From an optimization exercise on the open Yosys and OpenROAD flow, aimed at small area and a short achievable clock period; shortcuts taken in it are not production practice. Only simulation tests tie the RTL to the original design; equivalence was not proved. Power is estimated from default activity; no workload was simulated.

$ cat flow/flow/run.sh
#!/bin/bash
# Own layout flow: the standard synthesis, then the combinational logic
# between the registers is mapped again by ABC (the registers, their names
# and cell types stay as the standard synthesis made them), then the standard flow's
# standard layout steps from floorplan to finish, with timing repair aiming
# past zero slack and plain buffers on the ports.
set -euo pipefail
W=$(pwd)
R=$W/orfs/results/$FLOW_PLATFORM/calc_top/base
ABC_SCRIPT="+strash;dc2;b;dch,-f;map;topo;dnsize"
ABC_SCRIPT2="+strash;dch,-f;amap;topo;dnsize"
MARGIN=13
YOSYS=yosys
[[ -x $FLOW_HOME/../tools/install/yosys/bin/yosys ]] && YOSYS=$FLOW_HOME/../tools/install/yosys/bin/yosys

bash standard.sh synth > $W/std_synth.log 2>&1
cp $R/1_2_yosys.v $W/std_netlist.v

DONT_USE=$(make -s -C $FLOW_HOME DESIGN_CONFIG=$W/config.mk WORK_HOME=$W/orfs print-DONT_USE_CELLS | sed -n 's/^DONT_USE_CELLS: *//p' | tail -1)
LIB=$(make -s -C $FLOW_HOME DESIGN_CONFIG=$W/config.mk WORK_HOME=$W/orfs print-LIB_FILES | sed -n 's/^LIB_FILES: *//p' | tail -1)
export REMAP_IN=$W/std_netlist.v REMAP_OUT=$W/remap_netlist.v REMAP_LIB="$LIB" \
       REMAP_DONT_USE="$DONT_USE" REMAP_TOP=$FLOW_TOP REMAP_SCRIPT="$ABC_SCRIPT" \
       REMAP_SCRIPT2="$ABC_SCRIPT2"
$YOSYS -c $W/flow/remap.tcl > $W/remap.log 2>&1
cp $W/remap_netlist.v $R/1_2_yosys.v
rm -f $R/1_synth.odb $R/1_synth.sdc

bash standard.sh SETUP_SLACK_MARGIN=$MARGIN \
   BUFFER_PORTS_ARGS="-buffer_cell sky130_fd_sc_hd__buf_2" finish > $W/layout.log 2>&1
$ cat flow/flow/remap.tcl
# Map the standard synthesis's combinational logic again.  The cone that
# drives the outputs (the critical paths, from SW to HEX) is mapped for
# delay, the rest for area.  Registers are kept as black boxes, so their
# instances, names and cell types are untouched.
yosys -import
set lib [lindex $::env(REMAP_LIB) 0]
read_liberty -ignore_miss_func -ignore_miss_dir $lib
read_verilog $::env(REMAP_IN)
hierarchy -top $::env(REMAP_TOP)
setattr -mod -set blackbox 1 sky130_fd_sc_hd__*df*
flatten
opt_clean -purge
set du {}
foreach c $::env(REMAP_DONT_USE) { lappend du -dont_use $c }
select -set oc o:HEX* o:LEDR* %u %ci*:-sky130_fd_sc_hd__dfxtp_1:-sky130_fd_sc_hd__edfxtp_1
abc -liberty $lib {*}$du -script $::env(REMAP_SCRIPT) @oc
select -clear
abc -liberty $lib {*}$du -script $::env(REMAP_SCRIPT2)
opt_clean -purge
hilomap -singleton -hicell sky130_fd_sc_hd__conb_1 HI -locell sky130_fd_sc_hd__conb_1 LO
setundef -zero
splitnets
opt_clean -purge
insbuf -buf sky130_fd_sc_hd__buf_4 A X
read_liberty -lib -ignore_miss_func -ignore_miss_dir $lib
hierarchy -top $::env(REMAP_TOP)
tee -o remap_stat.txt stat -liberty $lib
check -assert
write_verilog -noattr -nohex -nodec $::env(REMAP_OUT)
$ cat flow/standard.sh
#!/bin/bash
# synth_recipe.tcl (not shown) runs the flow's synth.tcl, then flattens the netlist and writes it again
# the make line also repeats each setting of config.mk as NAME=value (left out here)
make -C /OpenROAD-flow-scripts/flow DESIGN_CONFIG=/design/flow/config.mk WORK_HOME=/design/flow/orfs CLKGATE_MAP_FILE= SYNTH_SCRIPT=/design/flow/synth_recipe.tcl "${@:-finish}"
$ cat flow/config.mk
export PLATFORM = sky130hd
export DESIGN_NAME = calc_top
export DESIGN_NICKNAME = calc_top
export VERILOG_FILES = /design/flow/design.v
export SDC_FILE = /design/flow/constraint.sdc
export NUM_CORES = 4
export LEC_CHECK = 0
export CAP_MARGIN = 20
export CORE_MARGIN = 2
export CORE_UTILIZATION = 65
export CTS_BUF_LIST = sky130_fd_sc_hd__clkbuf_8
export CTS_CLUSTER_DIAMETER = 40
export CTS_CLUSTER_SIZE = 16
export PLACE_DENSITY = 0.8
export SLEW_MARGIN = 20
$ cat flow/constraint.sdc
create_clock -name core_clock -period 28.0 [get_ports {clk}]
set_input_delay 5.6000 -clock core_clock [delete_from_list [all_inputs] [get_ports {clk}]]
set_output_delay 5.6000 -clock core_clock [all_outputs]
set_load 0.01 [all_outputs]
$ cat flow/design.v
module fa(
input a,input b,input ci, output s, output co
);
reg s_out,c_out;
always @(*)
begin
s_out=a^b^ci;
c_out=a&b|a&ci|b&ci;
end
assign s=s_out;
assign co=c_out;
endmodule
module add17bit_2sComp(
   input 		     [16:0]		A,
	input 		     [16:0]		B,
	input 		         		ci,
	output		     [16:0]		calculate_out
);
wire [16:0] s;
wire [16:0] co;
fa fa0(A[0],B[0],ci,s[0],co[0]);
fa fa1(A[1],B[1],co[0],s[1],co[1]);
fa fa2(A[2],B[2],co[1],s[2],co[2]);
fa fa3(A[3],B[3],co[2],s[3],co[3]);
fa fa4(A[4],B[4],co[3],s[4],co[4]);
fa fa5(A[5],B[5],co[4],s[5],co[5]);
fa fa6(A[6],B[6],co[5],s[6],co[6]);
fa fa7(A[7],B[7],co[6],s[7],co[7]);
fa fa8(A[8],B[8],co[7],s[8],co[8]);
fa fa9(A[9],B[9],co[8],s[9],co[9]);
fa fa10(A[10],B[10],co[9],s[10],co[10]);
fa fa11(A[11],B[11],co[10],s[11],co[11]);
fa fa12(A[12],B[12],co[11],s[12],co[12]);
fa fa13(A[13],B[13],co[12],s[13],co[13]);
fa fa14(A[14],B[14],co[13],s[14],co[14]);
fa fa15(A[15],B[15],co[14],s[15],co[15]);
fa fa16(A[16],B[16],co[15],s[16],co[16]);
assign calculate_out[16:0]=s;
endmodule 
module add20bit_2sComp(
   input 		     [19:0]		A,
	input 		     [19:0]		B,
	input 		         		ci,
	output		     [19:0]		calculate_out
);
wire [19:0] s;
wire [19:0] co;
fa fa0(A[0],B[0],ci,s[0],co[0]);
fa fa1(A[1],B[1],co[0],s[1],co[1]);
fa fa2(A[2],B[2],co[1],s[2],co[2]);
fa fa3(A[3],B[3],co[2],s[3],co[3]);
fa fa4(A[4],B[4],co[3],s[4],co[4]);
fa fa5(A[5],B[5],co[4],s[5],co[5]);
fa fa6(A[6],B[6],co[5],s[6],co[6]);
fa fa7(A[7],B[7],co[6],s[7],co[7]);
fa fa8(A[8],B[8],co[7],s[8],co[8]);
fa fa9(A[9],B[9],co[8],s[9],co[9]);
fa fa10(A[10],B[10],co[9],s[10],co[10]);
fa fa11(A[11],B[11],co[10],s[11],co[11]);
fa fa12(A[12],B[12],co[11],s[12],co[12]);
fa fa13(A[13],B[13],co[12],s[13],co[13]);
fa fa14(A[14],B[14],co[13],s[14],co[14]);
fa fa15(A[15],B[15],co[14],s[15],co[15]);
fa fa16(A[16],B[16],co[15],s[16],co[16]);
fa fa17(A[17],B[17],co[16],s[17],co[17]);
fa fa18(A[18],B[18],co[17],s[18],co[18]);
fa fa19(A[19],B[19],co[18],s[19],co[19]);
assign calculate_out[19:0]=s;
endmodule 
module bin2bcd
(
	input wire [9:0] bin,
	output wire [3:0] bcd2,bcd1,bcd0,
	output reg neg
);
reg [9:0] abs_bin, rem, ones;
reg [3:0] tens, honds;
always @ (*) begin
	if (bin[9] == 1'b1) 
		begin
		abs_bin = (~bin) + 10'b00_0000_0001;
		neg = 1'b1;
		end
	else 
		begin
		abs_bin = bin;
		neg = 1'b0;
		end
	if (abs_bin >= 10'd500)
		begin
		honds = 4'h5;
		rem = abs_bin - 10'd500; 
		end 
	else if (abs_bin >= 10'd400 && abs_bin < 10'd500)
	   begin
		honds = 4'h4;
		rem = abs_bin - 10'd400;
		end
	else if (abs_bin >= 10'd300 && abs_bin < 10'd400)
	   begin
		honds = 4'h3;
		rem = abs_bin - 10'd300;
		end
	else if (abs_bin >= 10'd200 && abs_bin < 10'd300)
	   begin
		honds = 4'h2;
		rem = abs_bin - 10'd200;
		end
	else if (abs_bin >= 10'd100 && abs_bin < 10'd200)
	   begin
		honds = 4'h1;
		rem = abs_bin - 10'd100;
		end
	else 
	   begin
		honds = 4'h0;
		rem = abs_bin;
		end
	if (rem >= 10'd090)
		begin
		tens = 4'h9;
		ones = rem - 10'd090;
		end
	else if (rem >= 10'd080 && rem < 10'd090)
		begin
		tens = 4'h8;
		ones = rem - 10'd080;
		end
	else if (rem >= 10'd070 && rem < 10'd080)
		begin
		tens = 4'h7;
		ones = rem - 10'd070;
		end
	else if (rem >= 10'd060 && rem < 10'd070)
		begin
		tens = 4'h6;
		ones = rem - 10'd060;
		end
	else if (rem >= 10'd050 && rem < 10'd060)
		begin
		tens = 4'h5;
		ones = rem - 10'd050;
		end
	else if (rem >= 10'd040 && rem < 10'd050)
		begin
		tens = 4'h4;
		ones = rem - 10'd040;
		end
	else if (rem >= 10'd030 && rem < 10'd040)
		begin
		tens = 4'h3;
		ones = rem - 10'd030;
		end
	else if (rem >= 10'd020 && rem < 10'd030)
		begin
		tens = 4'h2;
		ones = rem - 10'd020;
		end
	else if (rem >= 10'd010 && rem < 10'd020)
		begin
		tens = 4'h1;
		ones = rem - 10'd010;
		end
	else 
		begin
		tens = 4'h0;
		ones = rem;
		end
end
assign bcd0 = ones [3:0];
assign bcd1 = tens;
assign bcd2 = honds;
endmodule 
module edge_detection ( 
input clock, 
input input_signal, 
output reg rising_transition
);
reg n; 
wire rising_transition_c;
assign rising_transition_c = ~n & input_signal;
always @(posedge clock) begin 
n                 <= input_signal; 
rising_transition <= rising_transition_c; 
end
endmodule
module cal(
input clk,
input [1:0] KEY,
input [6:2] SW,
input [15:0] smooth_out,
output [1:0] LEDR,
output reg nothing,
output reg [9:0] BCD_in
);
reg enable1;
reg enable2;
reg state_c, state;
reg [15:0] operand1, operand2;
wire [16:0] num1, num2, num3, num4;
wire [16:0] calculate_out1, calculate_out2;
wire load, reset;
wire reset_edge, load_edge;
assign reset = ~KEY[0];
assign load = ~KEY[1];
edge_detection my_edge1(.clock(clk),.input_signal(reset),.rising_transition(reset_edge));
edge_detection my_edge2(.clock(clk),.input_signal(load),.rising_transition(load_edge));
reg [1:0] LED;
assign LEDR[1:0] = LED[1:0];
always @ (*) begin
state_c = state;
LED = 2'b01;
enable1 = 1'b0;
enable2 = 1'b0;
case (state)
1'b0:begin LED = 2'b01; if (load_edge == 1'b1) begin state_c = 1'b1; enable1 = 1'b1; end end
1'b1:begin LED = 2'b10; if (load_edge == 1'b1) begin state_c = 1'b0; enable2 = 1'b1; end end
endcase
if (reset_edge == 1'b1) begin
state_c = 1'b0;
LED = 2'b01;
end
end
always @ (posedge clk) begin
	state <= state_c;
	if (enable1 == 1'b1) begin
		operand1 <= smooth_out;
	end
	if (enable2 == 1'b1) begin
		operand2 <= smooth_out;
   end
end
parameter smooth = 5'b00_001;
parameter operand_1 = 5'b00_010;
parameter operand_2 = 5'b00_100;
parameter add = 5'b01_000;
parameter sub = 5'b10_000;
assign num1 = {operand1[15],operand1};
assign num2 = {operand2[15],operand2};
assign num3 = {operand1[15],operand1};
assign num4 = ~({operand2[15],operand2});
always @ (*) begin
	case (SW[6:2])
	smooth: begin
		BCD_in = smooth_out[9:0];
		nothing = 1'b0;
	end
	operand_1: begin
		BCD_in = operand1[9:0];
		nothing = 1'b0;
	end
	operand_2: begin
		BCD_in = operand2[9:0];
		nothing = 1'b0;
	end
	add: begin
		BCD_in = calculate_out1[9:0];
		nothing = 1'b0;
	end
	sub: begin
		BCD_in = calculate_out2[9:0];
		nothing = 1'b0;
	end
	default: begin
		BCD_in = 10'd0;
		nothing = 1'b1;
	end
	endcase
end
add17bit_2sComp my_add(.A(num1), .B(num2), .ci(1'b0), .calculate_out(calculate_out1));
add17bit_2sComp my_sub(.A(num3), .B(num4), .ci(1'b1), .calculate_out(calculate_out2));
endmodule 
module seg7(
	output		     [7:0]		HEX0,
	output		     [7:0]		HEX1,
	output		     [7:0]		HEX2,
	output		     [7:0]		HEX3,
	output		     [7:0]		HEX4,
	output		     [7:0]		HEX5,
	input                      clk,
	input                      rst,
	input                      nothing,
   input 		     [11:0]		display,
	input                      neg
);
  reg [31:0] out; 
  reg [12:0] count, count_c;  
always @(count or rst) begin
		count_c = count + 13'd1;
		if (count == 13'd4400) begin
		count_c = 13'd0;
		end
		if (rst == 1'b1) begin
		count_c = 13'd0;
		end
end
always @ (posedge clk) begin
	count <= count_c;
end
always @(*) begin
	 case (display [3:0])  
	 4'b0000: begin 
	 out [7:0] = 8'b11000000; 
	 end 
	 4'b0001: begin 
	 out [7:0] = 8'b11111001; 
	 end 
	 4'b0010: begin 
	 out [7:0] = 8'b10100100; 
	 end 
	 4'b0011: begin 
	 out [7:0] = 8'b10110000; 
	 end 
	 4'b0100: begin 
	 out [7:0] = 8'b10011001; 
	 end 
	 4'b0101: begin 
	 out [7:0]= 8'b10010010; 
	 end 
	 4'b0110: begin 
	 out [7:0]= 8'b10000010; 
	 end 
	 4'b0111: begin 
	 out [7:0]= 8'b11111000; 
	 end
	 4'b1000: begin 
	 out [7:0]= 8'b10000000; 
	 end 
	 4'b1001: begin 
	 out [7:0]= 8'b10010000; 
	 end 
	 4'b1010: begin 
	 out [7:0]= 8'b10001000; 
	 end 
	 4'b1011: begin 
	 out [7:0]= 8'b10000011; 
	 end
	 4'b1100: begin 
	 out [7:0]= 8'b11000110; 
	 end 
	 4'b1101: begin 
	 out [7:0]= 8'b10100001; 
	 end 
	 4'b1110: begin 
	 out [7:0]= 8'b10000110; 
	 end 
	 4'b1111: begin 
	 out [7:0]= 8'b10001110; 
	 end
	 default: begin 
	 out [7:0]= 8'b11111111; 
	 end 
	 endcase 
	 case (display [7:4])  
	 4'b0000: begin 
	 out [15:8]= 8'b11000000; 
	 end 
	 4'b0001: begin 
	 out [15:8]= 8'b11111001; 
	 end 
	 4'b0010: begin 
	 out [15:8]= 8'b10100100; 
	 end 
	 4'b0011: begin 
	 out [15:8]= 8'b10110000; 
	 end 
	 4'b0100: begin 
	 out [15:8]= 8'b10011001; 
	 end 
	 4'b0101: begin 
	 out [15:8]= 8'b10010010; 
	 end 
	 4'b0110: begin 
	 out [15:8]= 8'b10000010; 
	 end 
	 4'b0111: begin 
	 out [15:8]= 8'b11111000; 
	 end
	 4'b1000: begin 
	 out [15:8]= 8'b10000000; 
	 end 
	 4'b1001: begin 
	 out [15:8]= 8'b10010000; 
	 end 
	 4'b1010: begin 
	 out [15:8]= 8'b10001000; 
	 end 
	 4'b1011: begin 
	 out [15:8]= 8'b10000011; 
	 end
	 4'b1100: begin 
	 out [15:8]= 8'b11000110; 
	 end 
	 4'b1101: begin 
	 out [15:8]= 8'b10100001; 
	 end 
	 4'b1110: begin 
	 out [15:8]= 8'b10000110; 
	 end 
	 4'b1111: begin 
	 out [15:8]= 8'b10001110; 
	 end
	 default: begin 
	 out [15:8]= 8'b11111111; 
	 end 
	 endcase 
	 case (display [11:8])  
	 4'b0000: begin 
	 out [23:16]= 8'b11000000; 
	 end 
	 4'b0001: begin 
	 out [23:16]= 8'b11111001; 
	 end 
	 4'b0010: begin 
	 out [23:16]= 8'b10100100; 
	 end 
	 4'b0011: begin 
	 out [23:16]= 8'b10110000; 
	 end 
	 4'b0100: begin 
	 out [23:16]= 8'b10011001; 
	 end 
	 4'b0101: begin 
	 out [23:16]= 8'b10010010; 
	 end 
	 4'b0110: begin 
	 out [23:16]= 8'b10000010; 
	 end 
	 4'b0111: begin 
	 out [23:16]= 8'b11111000; 
	 end
	 4'b1000: begin 
	 out [23:16]= 8'b10000000; 
	 end 
	 4'b1001: begin 
	 out [23:16]= 8'b10010000; 
	 end 
	 4'b1010: begin 
	 out [23:16]= 8'b10001000; 
	 end 
	 4'b1011: begin 
	 out [23:16]= 8'b10000011; 
	 end
	 4'b1100: begin 
	 out [23:16]= 8'b11000110; 
	 end 
	 4'b1101: begin 
	 out [23:16]= 8'b10100001; 
	 end 
	 4'b1110: begin 
	 out [23:16]= 8'b10000110; 
	 end 
	 4'b1111: begin 
	 out [23:16]= 8'b10001110; 
	 end
	 default: begin 
	 out [23:16]= 8'b11111111; 
	 end 
	 endcase 
	 case (neg)
	 1'b1: begin
	 out [31:24]= 8'b10111111;
	 end
	 default: begin 
	 out [31:24]= 8'b11111111; 
	 end 
	 endcase
    if (nothing == 1'b1) begin 
	 if (count <= 13'd2200) begin
	 out [7:0] = 8'b1011_1111;
	 out[15:8] = 8'b1011_1111;
	 out[23:16] = 8'b1011_1111; 
	 out[31:24] = 8'b1011_1111;
	 end 
	 else begin
	 out [7:0] = 8'b1111_1111;
	 out[15:8] = 8'b1111_1111;
	 out[23:16] = 8'b1111_1111; 
	 out[31:24] = 8'b1111_1111;
	 end
	 end
 end 
assign HEX0[7:0]=out[7:0];
assign HEX1[7:0]=out[15:8];
assign HEX2[7:0]=out[23:16];
assign HEX3[7:0]=out[31:24];
assign HEX4[7:0]= 8'b11111111;
assign HEX5[7:0]= 8'b11111111;
endmodule
module smooth_filter(
input clk,
input reset,
input [15:0] in,
input [1:0] SW,
output [15:0] out
);
reg [6:0] count, count_c;
wire en;
always @(reset or count) begin
	if (reset == 1'b1) begin
		count_c = 7'd0;
	end
	else begin
		count_c = count + 7'd1;
	end
end
assign en = (count == 7'd99);
reg [15:0] r1, r2, r3, r4, r5, r6, r7, r8, r9, r10, r11, r12, r13, r14, r15, r16;
always @ (posedge clk) begin
	count <= count_c;
	if (en == 1'b1) begin
		r1 <= in;
		r2 <= r1;
		r3 <= r2;
		r4 <= r3;
		r5 <= r4;
		r6 <= r5;
		r7 <= r6;
		r8 <= r7;
		r9 <= r8;
		r10 <= r9;
		r11 <= r10;
		r12 <= r11;
		r13 <= r12;
		r14 <= r13;
		r15 <= r14;
		r16 <= r15;
	end
end
reg [19:0] sum;
wire [19:0] num1, num2, num3, num4, num5, num6, num7, num8;
wire [19:0] num9, num10, num11, num12, num13, num14, num15, num16;
wire ci=1'b0;
wire [19:0] calculate_out1, calculate_out2, calculate_out3, calculate_out4,
            calculate_out5, calculate_out6, calculate_out7, calculate_out8,
				calculate_out9, calculate_out10, calculate_out11, calculate_out12,
				calculate_out13, calculate_out14, calculate_out15;
assign num1 = {{4{r1[15]}},r1};
assign num2 = {{4{r2[15]}},r2};
assign num3 = {{4{r3[15]}},r3};
assign num4 = {{4{r4[15]}},r4};
assign num5 = {{4{r5[15]}},r5};
assign num6 = {{4{r6[15]}},r6};
assign num7 = {{4{r7[15]}},r7};
assign num8 = {{4{r8[15]}},r8};
assign num9 = {{4{r9[15]}},r9};
assign num10 = {{4{r10[15]}},r10};
assign num11 = {{4{r11[15]}},r11};
assign num12 = {{4{r12[15]}},r12};
assign num13 = {{4{r13[15]}},r13};
assign num14 = {{4{r14[15]}},r14};
assign num15 = {{4{r15[15]}},r15};
assign num16 = {{4{r16[15]}},r16};
always @(*) begin
	sum = num1;
	case (SW[1:0]) 
	2'b00:begin 
		sum = num1;
	end
	2'b01:begin
		sum = calculate_out1;
		sum = sum >> 1; 
	end
	2'b10:begin
		sum = calculate_out3;
		sum = sum >> 2;  
	end
	2'b11:begin
		sum = calculate_out15;
		sum = sum >> 4;  
	end
	endcase 
end
assign out = sum[15:0];
add20bit_2sComp my_adder1 (.A(num1),.B(num2),.ci(ci),.calculate_out(calculate_out1));
add20bit_2sComp my_adder2 (.A(calculate_out1),.B(num3),.ci(ci),.calculate_out(calculate_out2));
add20bit_2sComp my_adder3(.A(calculate_out2),.B(num4),.ci(ci),.calculate_out(calculate_out3));
add20bit_2sComp my_adder4(.A(calculate_out3),.B(num5),.ci(ci),.calculate_out(calculate_out4));
add20bit_2sComp my_adder5 (.A(calculate_out4),.B(num6),.ci(ci),.calculate_out(calculate_out5));
add20bit_2sComp my_adder6(.A(calculate_out5),.B(num7),.ci(ci),.calculate_out(calculate_out6));
add20bit_2sComp my_adder7(.A(calculate_out6),.B(num8),.ci(ci),.calculate_out(calculate_out7));
add20bit_2sComp my_adder8 (.A(calculate_out7),.B(num9),.ci(ci),.calculate_out(calculate_out8));
add20bit_2sComp my_adder9(.A(calculate_out8),.B(num10),.ci(ci),.calculate_out(calculate_out9));
add20bit_2sComp my_adder10(.A(calculate_out9),.B(num11),.ci(ci),.calculate_out(calculate_out10));
add20bit_2sComp my_adder11(.A(calculate_out10),.B(num12),.ci(ci),.calculate_out(calculate_out11));
add20bit_2sComp my_adder12(.A(calculate_out11),.B(num13),.ci(ci),.calculate_out(calculate_out12));
add20bit_2sComp my_adder13(.A(calculate_out12),.B(num14),.ci(ci),.calculate_out(calculate_out13));
add20bit_2sComp my_adder14(.A(calculate_out13),.B(num15),.ci(ci),.calculate_out(calculate_out14));
add20bit_2sComp my_adder15(.A(calculate_out14),.B(num16),.ci(ci),.calculate_out(calculate_out15));
endmodule 
module calc_top (
   input              clk,
   input              rst,
   input      [15:0]  data_x,
   input      [1:0]   KEY,
   input      [6:0]   SW,
   output     [7:0]   HEX0,
   output     [7:0]   HEX1,
   output     [7:0]   HEX2,
   output     [7:0]   HEX3,
   output     [7:0]   HEX4,
   output     [7:0]   HEX5,
   output     [1:0]   LEDR
   );
reg [6:0] cnt;
wire strobe = (cnt == 7'd46);
always @(posedge clk)
   cnt <= rst ? 7'd0 : {cnt[5:0], cnt[6] ^ cnt[5] ^ (cnt[5:0] == 6'd0)};
reg [13:0] n1;                  
reg [14*15-1:0] ring;           
reg [3:0]  q;                   
reg        pend;                
reg        acc;                 
reg [13:0] sa;                  
reg [11:0] sb;                  
reg [9:0]  f2, f4, f16;         
wire q_first = (q == 4'b0001);
wire q_last  = (q == 4'b1000);  
wire q_b     = (q == 4'b1110) | (q == 4'b1100) | q_last;    
wire ins = pend & q_first;
wire [13:0] tail = ring[14*15-1:14*14];
wire [13:0] sa_sum = sa + (strobe ? data_x[13:0] : acc ? tail : 14'd0);
wire [11:0] sb_sum = sb + (strobe ? data_x[11:0] : (acc & q_b) ? tail[11:0] : 12'd0);
always @(posedge clk) begin
   ring <= {ring[14*14-1:0], ins ? n1 : tail};
   if (!ins) q <= {q[2:0], q[3] ^ q[2] | q == 4'd0};
   pend <= strobe | (pend & ~ins);
   acc  <= ins | (acc & ~q_last);
   sa <= ins ? 14'd0 : sa_sum;
   sb <= ins ? 12'd0 : sb_sum;
   if (strobe) begin
      n1  <= data_x[13:0];
      f2  <= (data_x[10:0] + n1[10:0]) >> 1;
      f4  <= sb_sum[11:2];
      f16 <= sa_sum[13:4];
   end
end
reg [9:0] f;
always @(*) begin
   case (SW[1:0])
   2'b00: f = n1[9:0];
   2'b01: f = f2;
   2'b10: f = f4;
   default: f = f16;
   endcase
end
reg kn0, kn1, reset_edge, load_edge, state;
reg [9:0] op1, op2;
always @(posedge clk) begin
   kn0 <= ~KEY[0];
   kn1 <= ~KEY[1];
   reset_edge <= ~KEY[0] & ~kn0;
   load_edge  <= ~KEY[1] & ~kn1;
   if (reset_edge) state <= 1'b0;
   else if (load_edge) state <= ~state;
   if (load_edge & ~state) op1 <= f;
   if (load_edge &  state) op2 <= f;
end
assign LEDR = (reset_edge | ~state) ? 2'b01 : 2'b10;
wire [9:0] sum_v = op1 + op2;
wire [9:0] dif_v = op1 - op2;
wire [9:0] v = ({10{SW[2]}} & f)   | ({10{SW[3]}} & op1)   | ({10{SW[4]}} & op2) |
               ({10{SW[5]}} & sum_v) | ({10{SW[6]}} & dif_v);
wire nothing = (SW[6:2] != 5'b00001) & (SW[6:2] != 5'b00010) & (SW[6:2] != 5'b00100) &
               (SW[6:2] != 5'b01000) & (SW[6:2] != 5'b10000);
wire neg = v[9];
wire [4:0] hi = v[8:4] ^ {5{neg}};
reg [3:0] lo_o, hi_o, hi_t;
reg [0:0] lo_t;
reg [2:0] hi_h;
always @(*) begin
   case ({neg, v[3:0]})
   5'd0: begin lo_o = 4'd0; lo_t = 1'd0; end
   5'd1: begin lo_o = 4'd1; lo_t = 1'd0; end
   5'd2: begin lo_o = 4'd2; lo_t = 1'd0; end
   5'd3: begin lo_o = 4'd3; lo_t = 1'd0; end
   5'd4: begin lo_o = 4'd4; lo_t = 1'd0; end
   5'd5: begin lo_o = 4'd5; lo_t = 1'd0; end
   5'd6: begin lo_o = 4'd6; lo_t = 1'd0; end
   5'd7: begin lo_o = 4'd7; lo_t = 1'd0; end
   5'd8: begin lo_o = 4'd8; lo_t = 1'd0; end
   5'd9: begin lo_o = 4'd9; lo_t = 1'd0; end
   5'd10: begin lo_o = 4'd0; lo_t = 1'd1; end
   5'd11: begin lo_o = 4'd1; lo_t = 1'd1; end
   5'd12: begin lo_o = 4'd2; lo_t = 1'd1; end
   5'd13: begin lo_o = 4'd3; lo_t = 1'd1; end
   5'd14: begin lo_o = 4'd4; lo_t = 1'd1; end
   5'd15: begin lo_o = 4'd5; lo_t = 1'd1; end
   5'd16: begin lo_o = 4'd6; lo_t = 1'd1; end
   5'd17: begin lo_o = 4'd5; lo_t = 1'd1; end
   5'd18: begin lo_o = 4'd4; lo_t = 1'd1; end
   5'd19: begin lo_o = 4'd3; lo_t = 1'd1; end
   5'd20: begin lo_o = 4'd2; lo_t = 1'd1; end
   5'd21: begin lo_o = 4'd1; lo_t = 1'd1; end
   5'd22: begin lo_o = 4'd0; lo_t = 1'd1; end
   5'd23: begin lo_o = 4'd9; lo_t = 1'd0; end
   5'd24: begin lo_o = 4'd8; lo_t = 1'd0; end
   5'd25: begin lo_o = 4'd7; lo_t = 1'd0; end
   5'd26: begin lo_o = 4'd6; lo_t = 1'd0; end
   5'd27: begin lo_o = 4'd5; lo_t = 1'd0; end
   5'd28: begin lo_o = 4'd4; lo_t = 1'd0; end
   5'd29: begin lo_o = 4'd3; lo_t = 1'd0; end
   5'd30: begin lo_o = 4'd2; lo_t = 1'd0; end
   5'd31: begin lo_o = 4'd1; lo_t = 1'd0; end
   default: begin lo_o = 4'd0; lo_t = 1'd0; end
   endcase
   case (hi)
   5'd0: begin hi_o = 4'd0; hi_t = 4'd0; hi_h = 3'd0; end
   5'd1: begin hi_o = 4'd6; hi_t = 4'd1; hi_h = 3'd0; end
   5'd2: begin hi_o = 4'd2; hi_t = 4'd3; hi_h = 3'd0; end
   5'd3: begin hi_o = 4'd8; hi_t = 4'd4; hi_h = 3'd0; end
   5'd4: begin hi_o = 4'd4; hi_t = 4'd6; hi_h = 3'd0; end
   5'd5: begin hi_o = 4'd0; hi_t = 4'd8; hi_h = 3'd0; end
   5'd6: begin hi_o = 4'd6; hi_t = 4'd9; hi_h = 3'd0; end
   5'd7: begin hi_o = 4'd2; hi_t = 4'd1; hi_h = 3'd1; end
   5'd8: begin hi_o = 4'd8; hi_t = 4'd2; hi_h = 3'd1; end
   5'd9: begin hi_o = 4'd4; hi_t = 4'd4; hi_h = 3'd1; end
   5'd10: begin hi_o = 4'd0; hi_t = 4'd6; hi_h = 3'd1; end
   5'd11: begin hi_o = 4'd6; hi_t = 4'd7; hi_h = 3'd1; end
   5'd12: begin hi_o = 4'd2; hi_t = 4'd9; hi_h = 3'd1; end
   5'd13: begin hi_o = 4'd8; hi_t = 4'd0; hi_h = 3'd2; end
   5'd14: begin hi_o = 4'd4; hi_t = 4'd2; hi_h = 3'd2; end
   5'd15: begin hi_o = 4'd0; hi_t = 4'd4; hi_h = 3'd2; end
   5'd16: begin hi_o = 4'd6; hi_t = 4'd5; hi_h = 3'd2; end
   5'd17: begin hi_o = 4'd2; hi_t = 4'd7; hi_h = 3'd2; end
   5'd18: begin hi_o = 4'd8; hi_t = 4'd8; hi_h = 3'd2; end
   5'd19: begin hi_o = 4'd4; hi_t = 4'd0; hi_h = 3'd3; end
   5'd20: begin hi_o = 4'd0; hi_t = 4'd2; hi_h = 3'd3; end
   5'd21: begin hi_o = 4'd6; hi_t = 4'd3; hi_h = 3'd3; end
   5'd22: begin hi_o = 4'd2; hi_t = 4'd5; hi_h = 3'd3; end
   5'd23: begin hi_o = 4'd8; hi_t = 4'd6; hi_h = 3'd3; end
   5'd24: begin hi_o = 4'd4; hi_t = 4'd8; hi_h = 3'd3; end
   5'd25: begin hi_o = 4'd0; hi_t = 4'd0; hi_h = 3'd4; end
   5'd26: begin hi_o = 4'd6; hi_t = 4'd1; hi_h = 3'd4; end
   5'd27: begin hi_o = 4'd2; hi_t = 4'd3; hi_h = 3'd4; end
   5'd28: begin hi_o = 4'd8; hi_t = 4'd4; hi_h = 3'd4; end
   5'd29: begin hi_o = 4'd4; hi_t = 4'd6; hi_h = 3'd4; end
   5'd30: begin hi_o = 4'd0; hi_t = 4'd8; hi_h = 3'd4; end
   5'd31: begin hi_o = 4'd6; hi_t = 4'd9; hi_h = 3'd4; end
   default: begin hi_o = 4'd0; hi_t = 4'd0; hi_h = 3'd0; end
   endcase
end
wire [4:0] os = hi_o + lo_o;
wire c1 = os >= 5'd10;
wire [3:0] o = c1 ? os - 5'd10 : os;
wire [4:0] ts = hi_t + lo_t + c1;
wire c2 = ts >= 5'd10;
wire [3:0] t = c2 ? ts - 5'd10 : ts;
wire [2:0] h = hi_h + c2;
function [6:0] seg;
   input [3:0] d;
   case (d)
   4'd0: seg = 7'h40;
   4'd1: seg = 7'h79;
   4'd2: seg = 7'h24;
   4'd3: seg = 7'h30;
   4'd4: seg = 7'h19;
   4'd5: seg = 7'h12;
   4'd6: seg = 7'h02;
   4'd7: seg = 7'h78;
   4'd8: seg = 7'h00;
   default: seg = 7'h10;
   endcase
endfunction
reg        dash;
reg [11:0] bk;
wire bk_end = dash ? (bk == 12'd2371) : (bk == 12'd3233);
always @(posedge clk) begin
   if (rst) dash <= 1'b1;
   else if (bk_end) dash <= ~dash;
   bk <= (rst | bk_end) ? 12'd0 : {bk[10:0], ~(bk[11] ^ bk[10] ^ bk[9] ^ bk[3])};
end
wire [6:0] blank = dash ? 7'h3f : 7'h7f;
assign HEX0 = {1'b1, nothing ? blank : seg(o)};
assign HEX1 = {1'b1, nothing ? blank : seg(t)};
assign HEX2 = {1'b1, nothing ? blank : seg({1'b0, h})};
assign HEX3 = {1'b1, nothing ? blank : (neg ? 7'h3f : 7'h7f)};
assign HEX4 = 8'hff;
assign HEX5 = 8'hff;
endmodule
==> impl_metrics.csv, run 1 <==
group,metric,value,unit
pwr,power_frac_clock,0.299,
min_path,holdPathEnd,"ring[123]",
die,num_rows,49,
cells_and_area,layout_common_cells,"dfxtp_1 (263), nand2_1 (168), nor2_1 (134), clkinv_1 (119), a21oi_1 (77)",
pwr,internal_power,0.0006596,W
die,die_area,0.01930,sq mm
setup_path,cp-start-kind,"input pin",
setup_path,critical_path.cell_chain,"buf_4, a21oi_1, a22oi_2, a221oi_2, o211ai_1, buf_4, buf_4, buf_4, nor2_1, o22ai_1, nand4_1, a21boi_2, o211ai_1, buf_4, nand3_2, nand2_2, a31oi_4, a31oi_4, buf_4, nand3_1, nand2_1, buf_2",
flow_run,cap_violations,0,
setup_path,r2r-end,"sb[11]",
synthesis,yosysWarnings,1,
setup_path,cpPeakStageDelay,0.30,ns
outcome,status,"no timing/DRC/antenna violations",
clocking,clk_pin_slew,0.09,ns
placement,io_buffer_count,48,
clocking,cts_max_level,1,
pwr,p_switching,0.0002666,W
timing,rsz0062_at_grt,"no",
routing,drt_iter0_markers,762,
clocking,tritoncts.num_buffers,31,
routing,vias,8900,
clocking,clockBufferDepth,3,
routing,wirelength,24020,um
setup_path,arrival,9.23,ns
die,core-area,0.01790,sq mm
cells_and_area,regArea,0.007307,sq mm
routing,drt_pass1_iterations,5,
setup_path,required,22.40,ns
timing,final.setup_skew,0.01494,ns
timing,worst_slew_pin_slew,1.022,ns
pwr,seqPwrFrac,0.530,
pwr,p_leak,5.182,nW
cells_and_area,multi_input_area,0.004253,sq mm
die,die_h,138.9,um
setup_path,cp_max_fo,13,
timing,relSlewSlack,0.3159,
setup_path,crit_top_cell,"buf_4",
timing,fin_setup_tns,0,ns
timing,period_share,0.5295,
setup_path,cp.buffers_inverters,7,
timing,period_minus_slack,14.83,ns
timing,setup_violations,0,
grt,overflow,0,
timing,slew_viol_final,0,
setup_path,reg2reg_depth,28,
synthesis,syn_area,0.01183,sq mm
setup_path,cp_slowest_cell,"a221oi_2",
setup_path,cp_top_family,"compound AO/OA/AOI/OAI gates",
setup_path,cp-end-kind,"output pin",
synthesis,synth.avg_cell_area,9.605,sq um
grt,grt_first_pass_wirelength,38630,um
cells_and_area,areaGrowthSynthToFinish,13.03,%
clocking,cts_root_buf,"clkbuf_8",
min_path,min-delay-start,"ring[109]",
placement,dp_hpwl,16190,um
grt,antenna_found_initial,1,
timing,clock.fmax,67.45,MHz
min_path,min_path_type,"flip-flop to flip-flop",
die,start_util,0.6610,
routing,detail-route-antenna-nets,0,
die,chipWidth,138.9,um
placement,globalplace.congestion,0.9456,
pwr,swShare,0.2878,
pwr,p_comb_frac,0.170,
cells_and_area,drive_gt1_frac,0.1339,
min_path,hold_depth,0,
pwr,worst_ir_drop_vdd,0.06398,mV
clocking,postCtsHoldBufs,0,
synthesis,synth_cells,1232,
pwr,power,0.0009261,W
grt,grt_max_degree,50,
grt,grt_pass1_vias,8408,
grt,track_usage,0.2403,
setup_path,reg2reg_slack,21.91,ns
clocking,cts_sinks,331,
routing,avgRoutedWirePerCell,15.12,um
timing,holdWs,0.3138,ns
setup_path,criticalPathCategory,"input pin to output pin",
routing,avgViaCountPerCell,5.601,
routing,drc,0,
setup_path,reg2reg_from,"cnt[0]",
pwr,p_per_area,69.24,mW/mm^2
cells_and_area,fillers,1279,
clocking,clk_latency,0.57,ns
cells_and_area,fin_nets,1364,
cells_and_area,layout.cells.most_common,"dfxtp_1",
die,pin_count,77,
clocking,cts_tree,"built",
timing,hold_violations,0,
## sequential cells by signal (all words and copies together) (netlist names), 7 cells and up
name,flops
ring,210
n1,14
sa,14
bk,12
sb,12
f16,10
f2,10
f4,10
op1,10
op2,10
cnt,7
## power groups by stage
stage                     clock [W]  sequential (W)  combinational [W]
after floorplan                   0        0.000502           0.000102
after global placement            0        0.000502           0.000130
after detailed placement          0        0.000502           0.000133
after CTS                  0.000284        0.000491           0.000141
after global routing       0.000303        0.000492           0.000172
final                      0.000277        0.000491           0.000158
## stage by stage
step                      setup WS [ns]  cell area, sq um    util  std cells
after floorplan                   13.21             11930       -       1257
after global placement            11.56             12300  0.6868       1512
after detailed placement          11.41             12300  0.6868       1512
after CTS                         13.00             13130  0.7335       1575
after global routing              12.92             13380  0.7471       1589
final                             13.17             13380  0.7471       1589
## metal layers
layer  part of all wire  global-route usage  vias up
met5                  0                   0        -
met2               0.48              0.3985      266
met1               0.44              0.3227     4117
met4              0.028             0.09038        0
met3              0.058             0.03695       62
li1                   -                   -     4455
## area by class of cell
| type | instances | share of cell area |
|---|---|---|
| inverters | 122 | 0.03573 |
| repair buffers | 72 | 0.03209 |
| clock inverters | 23 | 0.01338 |
| clock buffers | 32 | 0.03293 |
| flip-flops and latches | 331 | 0.5463 |
| diodes | 1 | 0.0001871 |
| well taps | 229 | 0.02142 |
| multi-input cells | 779 | 0.3180 |
## how the worst max path moves through the flow
stage	start	end	slack, ns	cells past startpoint
6_report	SW[1]	HEX2[2]	13.17	22
4_1_cts	SW[1]	HEX2[3]	13.00	20
3_5_place_dp	SW[0]	HEX1[0]	11.41	20
2_1_floorplan	SW[0]	HEX2[5]	13.21	18
3_3_place_gp	SW[0]	HEX2[3]	11.56	21
5_1_grt	SW[1]	HEX2[2]	12.92	22
## repair_timing
| action | in CTS | in global routing |
|---|---|---|
| setup endpoints to repair | 21 | 19 |
| setup buffers | 8 | 13 |
| resized for setup | 39 | 34 |
| pin swaps | 6 | 13 |
==> run 2, diff against run 1 <==
==> flow/flow/run.sh (replaced) <==
#!/bin/bash
# Own layout flow: the standard synthesis, then the combinational logic
# between the registers is mapped again by ABC, the cone that drives the
# outputs for delay and the rest for area (the registers, their names and
# cell types stay as the standard synthesis made them), then the standard flow's
# standard layout steps from floorplan to finish, with timing repair aiming
# past zero slack and plain buffers on the ports.  Each tool's output goes
# to a log file of its own in the work folder.
set -euo pipefail
W=$(pwd)
R=$W/orfs/results/$FLOW_PLATFORM/calc_top/base
ABC_SCRIPT="+strash;dc2;b;dch,-f;map;topo;dnsize"
ABC_SCRIPT2="+strash;dch,-f;amap;topo;dnsize"
MARGIN=13
YOSYS=yosys
[[ -x $FLOW_HOME/../tools/install/yosys/bin/yosys ]] && YOSYS=$FLOW_HOME/../tools/install/yosys/bin/yosys

bash standard.sh synth > $W/std_synth.log 2>&1
cp $R/1_2_yosys.v $W/std_netlist.v

make -s -C $FLOW_HOME DESIGN_CONFIG=$W/config.mk WORK_HOME=$W/orfs \
   print-DONT_USE_CELLS print-LIB_FILES > $W/flow_vars.log 2>&1
DONT_USE=$(sed -n 's/^DONT_USE_CELLS: *//p' $W/flow_vars.log | tail -1)
LIB=$(sed -n 's/^LIB_FILES: *//p' $W/flow_vars.log | tail -1)
export REMAP_IN=$W/std_netlist.v REMAP_OUT=$W/remap_netlist.v REMAP_LIB="$LIB" \
       REMAP_DONT_USE="$DONT_USE" REMAP_TOP=$FLOW_TOP REMAP_SCRIPT="$ABC_SCRIPT" \
       REMAP_SCRIPT2="$ABC_SCRIPT2"
$YOSYS -c $W/flow/remap.tcl > $W/remap.log 2>&1
cp $W/remap_netlist.v $R/1_2_yosys.v
rm -f $R/1_synth.odb $R/1_synth.sdc

bash standard.sh SETUP_SLACK_MARGIN=$MARGIN \
   BUFFER_PORTS_ARGS="-buffer_cell sky130_fd_sc_hd__buf_2" finish > $W/layout.log 2>&1
--- a/flow/config.mk
+++ b/flow/config.mk
@@ -11,5 +11,5 @@
 export CTS_BUF_LIST = sky130_fd_sc_hd__clkbuf_8
 export CTS_CLUSTER_DIAMETER = 40
 export CTS_CLUSTER_SIZE = 16
-export PLACE_DENSITY = 0.8
+export PLACE_DENSITY = 0.7
 export SLEW_MARGIN = 20
==> run 2 against run 1 <==
  * Via count fell by 0.58%
  * Global-route usage is 0.10 points lower
  * First-iteration DRC count decreased by 16%
  * Synthesized cell count is the same
  * Sequential power hardly changed
  * Die area stayed put
  * Critical path depth stayed put
  * Clock power grew 7.9%
  * Largest power group unchanged
==> impl_metrics.csv, run 2 <==
group,metric,value,unit
cells_and_area,fin_nets,1361,
timing,hold_violations,0,
timing,slew_viol_final,0,
clocking,cts_root_buf,"clkbuf_8",
min_path,holdPathEnd,"ring[123]",
flow_run,cap_violations,0,
cells_and_area,layout_common_cells,"dfxtp_1 (263), nand2_1 (165), nor2_1 (136), clkinv_1 (117), a21oi_1 (79)",
die,core-area,0.01790,sq mm
routing,drc,0,
routing,drt_pass1_iterations,5,
pwr,internal_power,0.0006856,W
pwr,p_comb_frac,0.170,
cells_and_area,regMostFlops,"ring",
die,pin_count,77,
clocking,cts_tree,"built",
pwr,power_frac_clock,0.314,
timing,rsz0062_at_grt,"no",
synthesis,synth_cells,1232,
setup_path,cpPeakStageDelay,0.34,ns
die,die_h,138.9,um
clocking,postCtsHoldBufs,0,
placement,dp_hpwl,15980,um
routing,wirelength,23680,um
synthesis,yosysWarnings,1,
setup_path,required,22.40,ns
die,die_area,0.01930,sq mm
cells_and_area,multi_input_area,0.004350,sq mm
setup_path,cp_slowest_cell,"a22oi_2",
placement,io_buffer_count,48,
min_path,hold_depth,0,
routing,avgViaCountPerCell,5.575,
die,num_rows,49,
setup_path,critical_path.cell_chain,"buf_6, inv_8, nand2_1, a22oi_2, a221oi_2, o211ai_1, clkinv_2, nand2_4, nand4_1, nand4_1, nand3_2, o21bai_2, o211ai_1, buf_4, o2bb2ai_2, nand3_4, buf_4, nand4_1, nand4_1, nand3_1, nand2_1, buf_2",
synthesis,syn_area,0.01183,sq mm
clocking,clk_latency,0.60,ns
timing,relSlewSlack,0.3415,
clocking,cts_sinks,331,
clocking,clk_pin_slew,0.10,ns
routing,vias,8848,
grt,grt_pass1_vias,8248,
die,start_util,0.6610,
clocking,clockBufferDepth,3,
timing,fin_setup_tns,0,ns
timing,setup_violations,0,
timing,period_minus_slack,14.89,ns
timing,clock.fmax,67.16,MHz
pwr,seqPwrFrac,0.515,
setup_path,r2r-end,"sb[11]",
setup_path,reg2reg_depth,30,
cells_and_area,regArea,0.007307,sq mm
synthesis,synth.avg_cell_area,9.605,sq um
setup_path,reg2reg_from,"cnt[0]",
pwr,p_per_area,70.44,mW/mm^2
clocking,cts_max_level,1,
cells_and_area,areaGrowthSynthToFinish,14.26,%
grt,track_usage,0.2393,
min_path,min_path_type,"flip-flop to flip-flop",
pwr,swShare,0.2802,
timing,worst_slew_pin_slew,0.9841,ns
die,chipWidth,138.9,um
setup_path,criticalPathCategory,"input pin to output pin",
cells_and_area,fillers,1248,
routing,detail-route-antenna-nets,0,
setup_path,crit_top_cell,"nand4_1",
pwr,p_switching,0.0002669,W
setup_path,cp-start-kind,"input pin",
outcome,status,"no timing/DRC/antenna violations",
timing,period_share,0.5318,
grt,overflow,0,
setup_path,cp-end-kind,"output pin",
min_path,min-delay-start,"ring[109]",
setup_path,cp_max_fo,19,
cells_and_area,layout.cells.most_common,"dfxtp_1",
clocking,tritoncts.num_buffers,30,
grt,grt_max_degree,50,
grt,antenna_found_initial,1,
timing,final.setup_skew,0.03838,ns
pwr,worst_ir_drop_vdd,0.06334,mV
timing,holdWs,0.3175,ns
placement,globalplace.congestion,0.9358,
cells_and_area,largest_register_ffs,210,
setup_path,arrival,9.29,ns
cells_and_area,reg_top3,"ring: 210 flops, n1: 14 flops, sa: 14 flops",
pwr,p_leak,5.247,nW
routing,avgRoutedWirePerCell,14.92,um
routing,drt_iter0_markers,643,
cells_and_area,drive_gt1_frac,0.1371,
grt,grt_first_pass_wirelength,38310,um
setup_path,reg2reg_slack,22.63,ns
run 2: worst max-delay path, delay by kind of cell:
family,cells,cell delay [ns]
buffers and inverters,6,1.01
and+or+nand+nor,10,1.17
AOI/OAI and AO/OA,6,1.48
run 2: how the worst max path moves through the flow:
stage,from,end
after floorplan,SW[0],HEX2[5]
after global placement,SW[0],HEX1[0]
after detailed placement,SW[0],HEX2[3]
after CTS,SW[0],HEX2[3]
after global routing,SW[0],HEX1[3]
final,SW[0],HEX1[3]
run 2: final cells by class:
class,count,share of cell area
Clock inverter,21,0.01555
Clock buffer,34,0.03461
Timing Repair Buffer,70,0.03091
Sequential cell,331,0.5404
Inverter,122,0.03544
Antenna cell,1,0.0001851
Tap cell,229,0.02119
Multi-Input combinational cell,779,0.3217
run 2: timing repair:
action,4_1_cts,5_1_grt
setup buffers,5,14
hold endpoints to repair,0,0
pin swaps,6,19
resized for setup,41,50
setup endpoints to repair,21,21
run 2: power by group through the flow:
stage	Combinational (W)	Sequential (W)	Clock, W
finish	0.000162	0.000491	0.000299
global route	0.000180	0.000492	0.000323
CTS	0.000141	0.000491	0.000306
detailed placement	0.000131	0.000502	0
global placement	0.000130	0.000502	0
floorplan	0.000102	0.000502	0
run 2: per-stage QoR:
step                      std cells  cell area (sq um)    util  total power (W)  setup slack (ns)
after global routing           1586              13520  0.7552        0.0009944             12.83
after detailed placement       1512              12300  0.6868        0.0006335             11.39
final                          1587              13520  0.7553        0.0009525             13.11
after CTS                      1572              13180  0.7361        0.0009382             13.02
after floorplan                1257              11930       -        0.0006037             13.21
after global placement         1512              12300  0.6868        0.0006316             11.48
run 2: metal layers:
layer / vias up / global-route usage / part of all wire
met5: - / 0 / 0
met4: 0 / 0.09197 / 0.031
met3: 57 / 0.04075 / 0.059
met2: 251 / 0.3899 / 0.46
met1: 4095 / 0.3242 / 0.45
li1: 4445 / - / -
==> run 3, diff against run 2 <==
--- a/flow/config.mk
+++ b/flow/config.mk
@@ -11,5 +11,5 @@
 export CTS_BUF_LIST = sky130_fd_sc_hd__clkbuf_8
 export CTS_CLUSTER_DIAMETER = 40
 export CTS_CLUSTER_SIZE = 16
-export PLACE_DENSITY = 0.7
+export PLACE_DENSITY = 0.9
 export SLEW_MARGIN = 20
==> run 3 against run 2 <==
  * Cell area down 0.19%
  * Fmax decreased by 0.13%
  * Via count grew 3.7%
  * Die area unchanged
  * Sequential cell count unchanged
  * Synthesized area unchanged
  * Final cell count fell by 0.32%
  * Non-clock buffer count decreased by 2
  * Critical endpoint is now HEX0[1]
  * Largest cell class unchanged
  * Largest power group unchanged
==> impl_metrics.csv, run 3 <==
group,metric,value,unit
clocking,cts_sinks,331,
setup_path,cp_num_cells,19,
synthesis,yosysWarnings,1,
grt,antenna_found_initial,1,
routing,detail-route-antenna-nets,0,
cells_and_area,fin_nets,1359,
setup_path,cpPeakStageDelay,0.37,ns
grt,overflow,0,
cells_and_area,reg_top3,"ring: 210 flops, n1: 14 flops, sa: 14 flops",
pwr,internal_power,0.0006961,W
die,pin_count,77,
timing,period_share,0.5325,
setup_path,critical_path.cell_chain,"buf_8, a21oi_1, a22oi_2, a221o_1, nor2_4, clkinv_2, nand4_1, nand4_1, buf_4, a21oi_2, nor2_1, o311a_1, a21oi_2, buf_4, nand3_1, a21oi_1, nor3_1, or2_2, buf_2",
clocking,clk_latency,0.60,ns
cells_and_area,layout_common_cells,"dfxtp_1 (263), nand2_1 (167), nor2_1 (135), clkinv_1 (116), a21oi_1 (76)",
cells_and_area,regArea,0.007307,sq mm
cells_and_area,drive_gt1_frac,0.1331,
pwr,power,0.0009664,W
timing,worst_slew_pin_slew,1.024,ns
cells_and_area,largest_register_ffs,210,
timing,clock.fmax,67.07,MHz
routing,wirelength,26050,um
pwr,p_leak,5.233,nW
setup_path,cp_top_family,"compound AO/OA/AOI/OAI gates",
grt,grt_pass1_vias,8812,
setup_path,required,22.40,ns
clocking,cts_tree,"built",
timing,relSlewSlack,0.3146,
routing,drt_iter0_markers,751,
synthesis,syn_area,0.01183,sq mm
die,die_area,0.01930,sq mm
timing,period_minus_slack,14.91,ns
setup_path,cp_slowest_cell,"a221o_1",
min_path,hold_depth,0,
pwr,power_frac_clock,0.326,
pwr,worst_ir_drop_vdd,0.06338,mV
cells_and_area,multi_input_area,0.004303,sq mm
setup_path,cp-end-kind,"output pin",
placement,globalplace.congestion,0.9411,
pwr,p_per_area,71.61,mW/mm^2
routing,drt_pass1_iterations,5,
clocking,cts_max_level,1,
synthesis,synth_cells,1232,
die,chipWidth,138.9,um
min_path,min_path_type,"flip-flop to flip-flop",
clocking,clockBufferDepth,3,
pwr,p_comb_frac,0.166,
setup_path,criticalPathCategory,"input pin to output pin",
timing,slew_viol_final,0,
cells_and_area,layout.cells.most_common,"dfxtp_1",
routing,vias,9179,
routing,drc,0,
cells_and_area,regMostFlops,"ring",
timing,final.setup_skew,0.03538,ns
routing,avgRoutedWirePerCell,16.47,um
pwr,seqPwrFrac,0.508,
timing,fin_setup_tns,0,ns
die,die_h,138.9,um
die,core-area,0.01790,sq mm
placement,dp_hpwl,16580,um
outcome,status,"no timing/DRC/antenna violations",
setup_path,reg2reg_depth,29,
routing,avgViaCountPerCell,5.802,
cells_and_area,fillers,1198,
clocking,clk_pin_slew,0.09,ns
grt,grt_max_degree,50,
die,start_util,0.6610,
setup_path,arrival,9.31,ns
setup_path,cp.buffers_inverters,5,
flow_run,cap_violations,0,
grt,track_usage,0.2603,
grt,grt_first_pass_wirelength,41750,um
placement,io_buffer_count,48,
setup_path,cp-start-kind,"input pin",
die,num_rows,49,
setup_path,cp_max_fo,19,
pwr,swShare,0.2797,
synthesis,synth.avg_cell_area,9.605,sq um
timing,hold_violations,0,
clocking,postCtsHoldBufs,0,
timing,rsz0062_at_grt,"no",
clocking,tritoncts.num_buffers,30,
timing,setup_violations,0,
pwr,p_switching,0.0002703,W
clocking,cts_root_buf,"clkbuf_8",
cells_and_area,areaGrowthSynthToFinish,14.04,%
-- run 3: final timing paths --
check                               start        end  slack [ns]
worst min-delay path            ring[159]  ring[173]        0.32
worst max-delay path                SW[0]    HEX0[1]       13.09
worst min register to register  ring[159]  ring[173]        0.32
worst max register to register     cnt[0]     sb[11]       22.23
-- run 3: cell type report --
cell class              instances  share of cell area
multi-input cells             779              0.3188
flip-flops and latches        331              0.5414
clock inverters                20             0.01919
inverters                     122             0.03616
well taps                     229             0.02123
clock buffers                  32             0.03263
repair buffers                 68             0.03032
diodes                          1           0.0001854
-- run 3: metal layers --
metal / GRT usage / vias to the layer above / wire length (um) / part of all wire
li1: - / 4435 / - / -
met1: 0.3457 / 4265 / 10690 / 0.41
met2: 0.4444 / 397 / 12770 / 0.49
met3: 0.03108 / 82 / 1753 / 0.067
met4: 0.09463 / 0 / 842 / 0.032
met5: 0 / - / 0 / 0
-- run 3: through the flow --
step	setup WS, ns	utilization	hold WS [ns]	std cells	instance area [sq um]
after CTS	13.01	0.7388	0.3213	1570	13230
after global placement	11.44	0.6872	0.3102	1513	12300
final	13.09	0.7538	0.3214	1582	13500
after floorplan	13.21	-	0.3096	1257	11930
after global routing	12.94	0.7538	0.3243	1582	13500
after detailed placement	11.32	0.6872	0.3121	1513	12300
-- run 3: worst reg2reg max path, delay by kind of cell, from the launching register on --
kind / cells / cell delay, ns
buffers and inverters: 7 / 1.46
DFF: 1 / 0.31
AOI/OAI and AO/OA: 12 / 2.35
and+or+nand+nor: 10 / 1.54
-- run 3: power groups by stage --
| stage | combinational (W) | sequential, W | clock [W] |
|---|---|---|---|
| 2_1_floorplan | 0.000102 | 0.000502 | 0 |
| 3_3_place_gp | 0.000129 | 0.000502 | 0 |
| 3_5_place_dp | 0.000133 | 0.000502 | 0 |
| 4_1_cts | 0.000142 | 0.000491 | 0.000320 |
| 5_1_grt | 0.000176 | 0.000492 | 0.000336 |
| 6_report | 0.000160 | 0.000491 | 0.000315 |
-- run 3: what timing repair did --
action / CTS / global route
endpoints found under the hold margin: 0 / 0
pin swaps: 7 / 11
endpoints found under the setup margin: 21 / 20
setup buffers: 5 / 11
gates resized for setup: 45 / 41
==> run 4, diff against run 3 <==
--- a/flow/config.mk
+++ b/flow/config.mk
@@ -11,5 +11,5 @@
 export CTS_BUF_LIST = sky130_fd_sc_hd__clkbuf_8
 export CTS_CLUSTER_DIAMETER = 40
 export CTS_CLUSTER_SIZE = 16
-export PLACE_DENSITY = 0.9
+export PLACE_DENSITY = 0.8
 export SLEW_MARGIN = 20
==> run 4 against run 3 <==
  * Highest routed layer unchanged
  * Non-clock buffer count is 4 higher
  * Global-route usage fell by 2.0 points
  * First-iteration DRC count rose by 1.5%
  * Register-to-register slack lost 0.32 ns
  * Cell area fell by 0.89%
  * Critical path depth up 3
==> impl_metrics.csv, run 4 <==
group,metric,value,unit
outcome,status,"no timing/DRC/antenna violations",
timing,fin_setup_tns,0,ns
timing,clock.fmax,67.45,MHz
routing,avgViaCountPerCell,5.601,
routing,drt_pass1_iterations,5,
setup_path,crit_top_cell,"buf_4",
setup_path,critical_path.cell_chain,"buf_4, a21oi_1, a22oi_2, a221oi_2, o211ai_1, buf_4, buf_4, buf_4, nor2_1, o22ai_1, nand4_1, a21boi_2, o211ai_1, buf_4, nand3_2, nand2_2, a31oi_4, a31oi_4, buf_4, nand3_1, nand2_1, buf_2",
timing,slew_viol_final,0,
placement,io_buffer_count,48,
timing,rsz0062_at_grt,"no",
cells_and_area,drive_gt1_frac,0.1339,
grt,overflow,0,
pwr,seqPwrFrac,0.530,
pwr,p_per_area,69.24,mW/mm^2
timing,relSlewSlack,0.3159,
routing,drt_iter0_markers,762,
pwr,worst_ir_drop_vdd,0.06398,mV
die,num_rows,49,
setup_path,cp_slowest_cell,"a221oi_2",
die,pin_count,77,
die,die_h,138.9,um
die,start_util,0.6610,
cells_and_area,fin_nets,1364,
grt,gr-usage-met2,0.3985,
setup_path,arrival,9.23,ns
setup_path,cp_max_fo,13,
cells_and_area,regMostFlops,"ring",
routing,vias,8900,
cells_and_area,areaGrowthSynthToFinish,13.03,%
pwr,power,0.0009261,W
routing,drc,0,
routing,detail-route-antenna-nets,0,
timing,setup_violations,0,
cells_and_area,layout_common_cells,"dfxtp_1 (263), nand2_1 (168), nor2_1 (134), clkinv_1 (119), a21oi_1 (77)",
cells_and_area,finalNonFillerCells,1589,
synthesis,syn_area,0.01183,sq mm
placement,dp.cells,1512,
synthesis,yosysWarnings,1,
clocking,cts_max_level,1,
grt,grt_busiest_layer,"met2",
die,die_area,0.01930,sq mm
pwr,swShare,0.2878,
clocking,postCtsHoldBufs,0,
clocking,clk_latency,0.57,ns
pwr,p_switching,0.0002666,W
min_path,hold_depth,0,
cells_and_area,reg_top3,"ring: 210 flops, n1: 14 flops, sa: 14 flops",
routing,wirelength,24020,um
flow_run,cap_violations,0,
cells_and_area,layout.cells.most_common,"dfxtp_1",
grt,grt_first_pass_wirelength,38630,um
timing,period_minus_slack,14.83,ns
grt,grt_use_met1,0.3227,
timing,period_share,0.5295,
grt,grt_use_met3,0.03695,
synthesis,synth.avg_cell_area,9.605,sq um
synthesis,synth_cells,1232,
clocking,cts_root_buf,"clkbuf_8",
pwr,p_leak,5.182,nW
pwr,power_frac_clock,0.299,
timing,worst_slew_pin_slew,1.022,ns
clocking,clk_pin_slew,0.09,ns
die,chipWidth,138.9,um
pwr,p_comb_frac,0.170,
setup_path,reg2reg_depth,28,
grt,grt_max_degree,50,
cells_and_area,largest_register_ffs,210,
routing,avgRoutedWirePerCell,15.12,um
timing,hold_violations,0,
grt,antenna_found_initial,1,
setup_path,cp-end-kind,"output pin",
placement,globalplace.congestion,0.9456,
grt,track_usage,0.2403,
grt,grt_pass1_vias,8408,
clocking,tritoncts.num_buffers,31,
placement,dp_hpwl,16190,um
clocking,cts_sinks,331,
timing,final.setup_skew,0.01494,ns
pwr,internal_power,0.0006596,W
setup_path,cp-start-kind,"input pin",
setup_path,cpPeakStageDelay,0.30,ns
clocking,clockBufferDepth,3,
setup_path,criticalPathCategory,"input pin to output pin",
die,core-area,0.01790,sq mm
min_path,min_path_type,"flip-flop to flip-flop",
setup_path,required,22.40,ns
clocking,cts_tree,"built",
-- run 4: changes by cell type in the layout (fill, tap and decap cells not counted), moves of 2 or more --
cell	before	now
buf_4	20	25
bufinv_16	4	0
clkinv_1	116	119
clkinvlp_4	2	5
clkinv_2	3	5
inv_1	6	4
nor2_2	3	5
-- run 4: timing repair --
item	in CTS	in global routing
buffers inserted	8	13
endpoints found under the setup margin	21	19
resized for setup	39	34
pin swaps	6	13
hold endpoints to repair	0	0
-- run 4: area by class of cell --
type	instances	area, sq um
diodes	1	2.502
fillers	1279	4527
multi-input cells	779	4253
inverters	122	478.0
flip-flops and latches	331	7307
repair buffers	72	429.2
clock inverters	23	178.9
clock buffers	32	440.4
well taps	229	286.5
-- run 4: path summary, 6_finish.rpt --
| check | slack [ns] | end | from |
|---|---|---|---|
| worst max-delay path | 13.17 | HEX2[2] | SW[1] |
| worst min-delay path | 0.31 | ring[123] | ring[109] |
| worst min register to register | 0.31 | ring[123] | ring[109] |
| worst max register to register | 21.91 | sb[11] | cnt[0] |
-- run 4: metrics by stage --
step | hold slack (ns) | cell area, sq um | worst slack [ns] | util
finish | 0.3138 | 13380 | 13.17 | 0.7471
floorplan | 0.3096 | 11930 | 13.21 | -
CTS | 0.3128 | 13130 | 13.00 | 0.7335
global placement | 0.3098 | 12300 | 11.56 | 0.6868
detailed placement | 0.3121 | 12300 | 11.41 | 0.6868
global route | 0.3043 | 13380 | 12.92 | 0.7471
-- run 4: power by group through the flow --
stage | sequential, W | clock (W) | combinational, W
after floorplan | 0.000502 | 0 | 0.000102
after global placement | 0.000502 | 0 | 0.000130
after detailed placement | 0.000502 | 0 | 0.000133
after CTS | 0.000491 | 0.000284 | 0.000141
after global routing | 0.000492 | 0.000303 | 0.000172
final | 0.000491 | 0.000277 | 0.000158
-- run 4: critical path: cells and delay by family --
family	cells	cell delay (ns)
compound gates	9	1.81
buf+inv	7	1.14
simple gates	6	0.65
-- run 4: per-layer routing --
metal  share of wire  wire length, um
met1            0.44            10510
met2            0.48            11430
met3           0.058             1404
met4           0.028              682
met5               0                0

separate check: timing with driven ports:
How much do the figures lean on ideal ports? The routed layouts below were timed once more, with nothing changed but the port constraints.
Step 1 (the two cells are an assumption about what drives the block):
set clk [get_ports {clk}]
set_driving_cell -lib_cell sky130_fd_sc_hd__clkbuf_16 $clk
set_driving_cell -lib_cell sky130_fd_sc_hd__buf_2 [delete_from_list [all_inputs] $clk]
Step 2 also shifts input and output timing later by t, the mid clock arrival at the registers, as if the neighbouring blocks saw the same clock.
Slacks: ideal / step 1 / step 2; pairs: ideal / step 1.
run | t (ns) | setup WS [ns] | worst hold slack (ns) | worst setup path at the end | slew at the worst register clock pin (ns)
run 1 | 0.602 | 13.174 / 13.136 / 13.136 | 0.314 / 0.314 / 0.314 | input to output | 0.09 / 0.09
run 2 | 0.617 | 13.109 / 13.049 / 13.049 | 0.317 / 0.317 / 0.317 | input to output | 0.10 / 0.10
run 3 | 0.629 | 13.089 / 13.027 / 13.027 | 0.321 / 0.321 / 0.321 | input to output | 0.10 / 0.10
run 4 | 0.602 | 13.174 / 13.136 / 13.136 | 0.314 / 0.314 / 0.314 | input to output | 0.09 / 0.09
After both steps every run listed still meets setup and hold. The setup slack of run 3, which loses most, moves by -0.062 ns with the drivers and by -0.062 ns with both steps.
